What follows belongs to an exercise in optimizing a design on an open flow for small area and a short achievable clock period; a production flow would make more cautious choices. The RTL was checked by simulation tests, not by an equivalence proof against the original design.

==> inputs of garnet <==
// fast_float_mult
module fast_float_mult(clk, rst, i_cip, i_vstart, i_vector_length, i_v0, i_v1, i_v2, i_v3,
                       i_v4, i_v5, i_v6, i_v7, i_sj, i_sk, o_busy, o_result);
clock: 11.0 ns
lec_check: 0
abc_area: 1
cap_margin: 20
core_margin: 2
core_utilization: 40
place_density: 0.6
slew_margin: 20
synth_hierarchical: 1
synth_minimum_keep_size: 0
standard.sh (not shown) runs the stock make flow with config.mk's settings and CLKGATE_MAP_FILE= SYNTH_SCRIPT=/design/flow/synth_recipe.tcl, a recipe that flattens the netlist after the stock synthesis.
==> flow/flow/run.sh <==
#!/bin/bash
# The standard layout (the standard.sh: unchanged synthesis and steps), with
# - plain buffers (buf_1, resized by the repair steps like any other cell) on the
#   ports instead of the delay buffers buffer_ports picks by default.
# Each ORFS step logs to orfs/logs/; make's own output goes to make.log here.
set -euo pipefail
bash standard.sh SETUP_SLACK_MARGIN=7.6 "BUFFER_PORTS_ARGS=-buffer_cell sky130_fd_sc_hd__buf_1" finish > make.log 2>&1
==> inputs of quartz, as changes to garnet <==
==> flow/flow/run.sh (replaced) <==
#!/bin/bash
# The standard layout (the standard.sh, the same ORFS steps and scripts), with
# - ABC's area script mapping with amap (area-oriented mapper) instead of map:
#   ORFS's scripts are copied to scripts_amap/ here and only abc_area.script is
#   replaced by flow/abc_area.script (registers are mapped before ABC runs and
#   are not touched by it);
# - plain buffers (buf_1, resized by the repair steps like any other cell) on
#   the ports instead of the delay buffers buffer_ports picks by default.
# Each ORFS step logs to orfs/logs/; make's own output goes to make.log here.
set -euo pipefail
rm -rf scripts_amap
cp -r "$FLOW_HOME/scripts" scripts_amap
cp flow/abc_area.script scripts_amap/abc_area.script
bash standard.sh "SCRIPTS_DIR=$PWD/scripts_amap" SETUP_SLACK_MARGIN=7.5 \
  "BUFFER_PORTS_ARGS=-buffer_cell sky130_fd_sc_hd__buf_1" finish > make.log 2>&1
==> flow/flow/abc_area.script (new file) <==
strash
dch
amap
topo
stime -c
buffer -c
upsize -c
dnsize -c
Settings changed: CORE_UTILIZATION 40 to 45, PLACE_DENSITY 0.6 to 0.62.
==> inputs of zinc, as changes to garnet <==
==> flow/flow/run.sh (replaced) <==
#!/bin/bash
# The standard layout (the standard.sh, the same ORFS steps and scripts), with
# - ABC's area script mapping with amap (area-oriented mapper) instead of map:
#   ORFS's scripts are copied to scripts_amap/ here and only abc_area.script is
#   replaced by flow/abc_area.script (registers are mapped before ABC runs and
#   are not touched by it);
# - plain buffers (buf_1, resized by the repair steps like any other cell) on
#   the ports instead of the delay buffers buffer_ports picks by default.
# Each ORFS step logs to orfs/logs/; make's own output goes to make.log here.
set -euo pipefail
rm -rf scripts_amap
cp -r "$FLOW_HOME/scripts" scripts_amap
cp flow/abc_area.script scripts_amap/abc_area.script
bash standard.sh "SCRIPTS_DIR=$PWD/scripts_amap" SETUP_SLACK_MARGIN=7.5 \
  "BUFFER_PORTS_ARGS=-buffer_cell sky130_fd_sc_hd__buf_1" finish > make.log 2>&1
==> flow/flow/abc_area.script (new file) <==
strash
dch
amap
topo
stime -c
buffer -c
upsize -c
dnsize -c
==> inputs of onyx, as changes to garnet <==
==> flow/flow/run.sh (replaced) <==
#!/bin/bash
# The standard layout (the standard.sh, the same ORFS steps and scripts), with
# - ABC's area script mapping with amap (area-oriented mapper) instead of map:
#   ORFS's scripts are copied to scripts_amap/ here and only abc_area.script is
#   replaced by flow/abc_area.script (registers are mapped before ABC runs and
#   are not touched by it);
# - plain buffers (buf_1, resized by the repair steps like any other cell) on
#   the ports instead of the delay buffers buffer_ports picks by default.
# Each ORFS step logs to orfs/logs/; make's own output goes to make.log here.
set -euo pipefail
rm -rf scripts_amap
cp -r "$FLOW_HOME/scripts" scripts_amap
cp flow/abc_area.script scripts_amap/abc_area.script
bash standard.sh "SCRIPTS_DIR=$PWD/scripts_amap" SETUP_SLACK_MARGIN=7.35 \
  "BUFFER_PORTS_ARGS=-buffer_cell sky130_fd_sc_hd__buf_1" finish > make.log 2>&1
==> flow/flow/abc_area.script (new file) <==
strash
dch
amap
topo
stime -c
buffer -c
upsize -c
dnsize -c
Settings changed: CTS_BUF_LIST from default to sky130_fd_sc_hd__clkbuf_8.
==> results.sh <==
export IMPL_cts_resized=549
export IMPL_reg2reg_depth=8
export IMPL_cp_arrival_ns=4.39
export IMPL_grt_pass1_wl_mm=573
export IMPL_final_cell_mix="nand2_1 (1344), xor2_1 (1207), fa_1 (973), o22ai_1 (972), dfxtp_1 (822)"
export IMPL_synth_compound_area_frac=0.137
export IMPL_synth_cells=9009
export IMPL_grt_util_met2=0.554
export IMPL_layout_min_cycle_time_ns=3.70
export IMPL_hold_path_startpoint="res4[43]"
export IMPL_final_cell_count_no_fill=12200
export IMPL_status="timing/DRC/antenna clean"
export IMPL_path_common_cell="fa_1"
export IMPL_critPathTopFamily="adder cells"
export IMPL_die_y_um=458
export IMPL_post_cts_setup_buffers=53
export IMPL_total_power_w=0.0419
export IMPL_insertion_delay_ns=0.84
That was garnet.
==> results.sh <==
export IMPL_status="timing/DRC/antenna clean"
export IMPL_critPathTopFamily="adder cells"
export IMPL_reg2reg_depth=9
export IMPL_synth_cells=8988
export IMPL_final_cell_count_no_fill=12100
export IMPL_synth_compound_area_frac=0.258
export IMPL_insertion_delay_ns=1.01
export IMPL_path_common_cell="fa_1"
export IMPL_final_cell_mix="nor2_1 (1526), a21oi_1 (1278), o22ai_1 (1159), fa_1 (1113), dfxtp_1 (881)"
That was onyx.
==> results.sh <==
export IMPL_status="timing/DRC/antenna clean"
export IMPL_grt_util_met2=0.664
export IMPL_die_y_um=422
export IMPL_cp_arrival_ns=4.27
export IMPL_layout_min_cycle_time_ns=3.65
export IMPL_final_cell_mix="nor2_1 (1521), a21oi_1 (1262), fa_1 (1108), o22ai_1 (1087), dfxtp_1 (892)"
export IMPL_insertion_delay_ns=0.84
export IMPL_reg2reg_depth=9
export IMPL_grt_pass1_wl_mm=598
export IMPL_post_cts_setup_buffers=54
export IMPL_synth_compound_area_frac=0.258
export IMPL_hold_path_startpoint="res4[5]"
export IMPL_path_common_cell="fa_1"
That was quartz.
==> results.sh <==
export IMPL_hold_path_startpoint="t1[332]"
export IMPL_cp_arrival_ns=4.38
export IMPL_total_power_w=0.0353
export IMPL_post_cts_setup_buffers=43
export IMPL_insertion_delay_ns=0.81
export IMPL_grt_util_met2=0.587
export IMPL_reg2reg_depth=15
export IMPL_cts_resized=283
export IMPL_die_y_um=447
export IMPL_final_cell_mix="nor2_1 (1522), a21oi_1 (1241), fa_1 (1106), o22ai_1 (1095), dfxtp_1 (894)"
export IMPL_status="timing/DRC/antenna clean"
export IMPL_final_cell_count_no_fill=12100
export IMPL_critPathTopFamily="simple AND/OR/NAND/NOR gates"
That was zinc.

==> port drivers added, routing unchanged <==
The flow's constraints put no driver on any port. The routed layouts listed below were extracted and timed again, unchanged, in two steps. Step 1 sets driving cells, clkbuf_16 on the clock port and buf_2 on the other inputs (assumed; they add their load-dependent delay and slew). Step 2 moves the port delays by t, midway between the first and last clock arrival at a register: inputs arrive t later, outputs are due t later. That takes back most of the time a late clock gives input paths. a / b / c = ideal / step 1 / step 2; a / b = the first two.
| run | t, ns | setup WS [ns] | worst hold slack (ns) | latest minus earliest clock arrival (ns) |
|---|---|---|---|---|
| garnet | 0.915 | 7.300 / 7.300 / 6.801 | 0.309 / 0.309 / 0.309 | 0.046 / 0.047 |
| quartz | 0.891 | 7.354 / 7.354 / 6.624 | 0.323 / 0.323 / 0.323 | 0.103 / 0.103 |
| zinc | 0.892 | 7.330 / 7.330 / 6.554 | 0.321 / 0.321 / 0.321 | 0.050 / 0.050 |
| onyx | 1.065 | 7.322 / 7.254 / 6.457 | 0.320 / 0.320 / 0.320 | 0.086 / 0.086 |
After both steps every run listed still meets setup and hold. For onyx, which loses most, drivers alone change the setup slack by -0.068 ns; drivers and shift together by -0.865 ns.
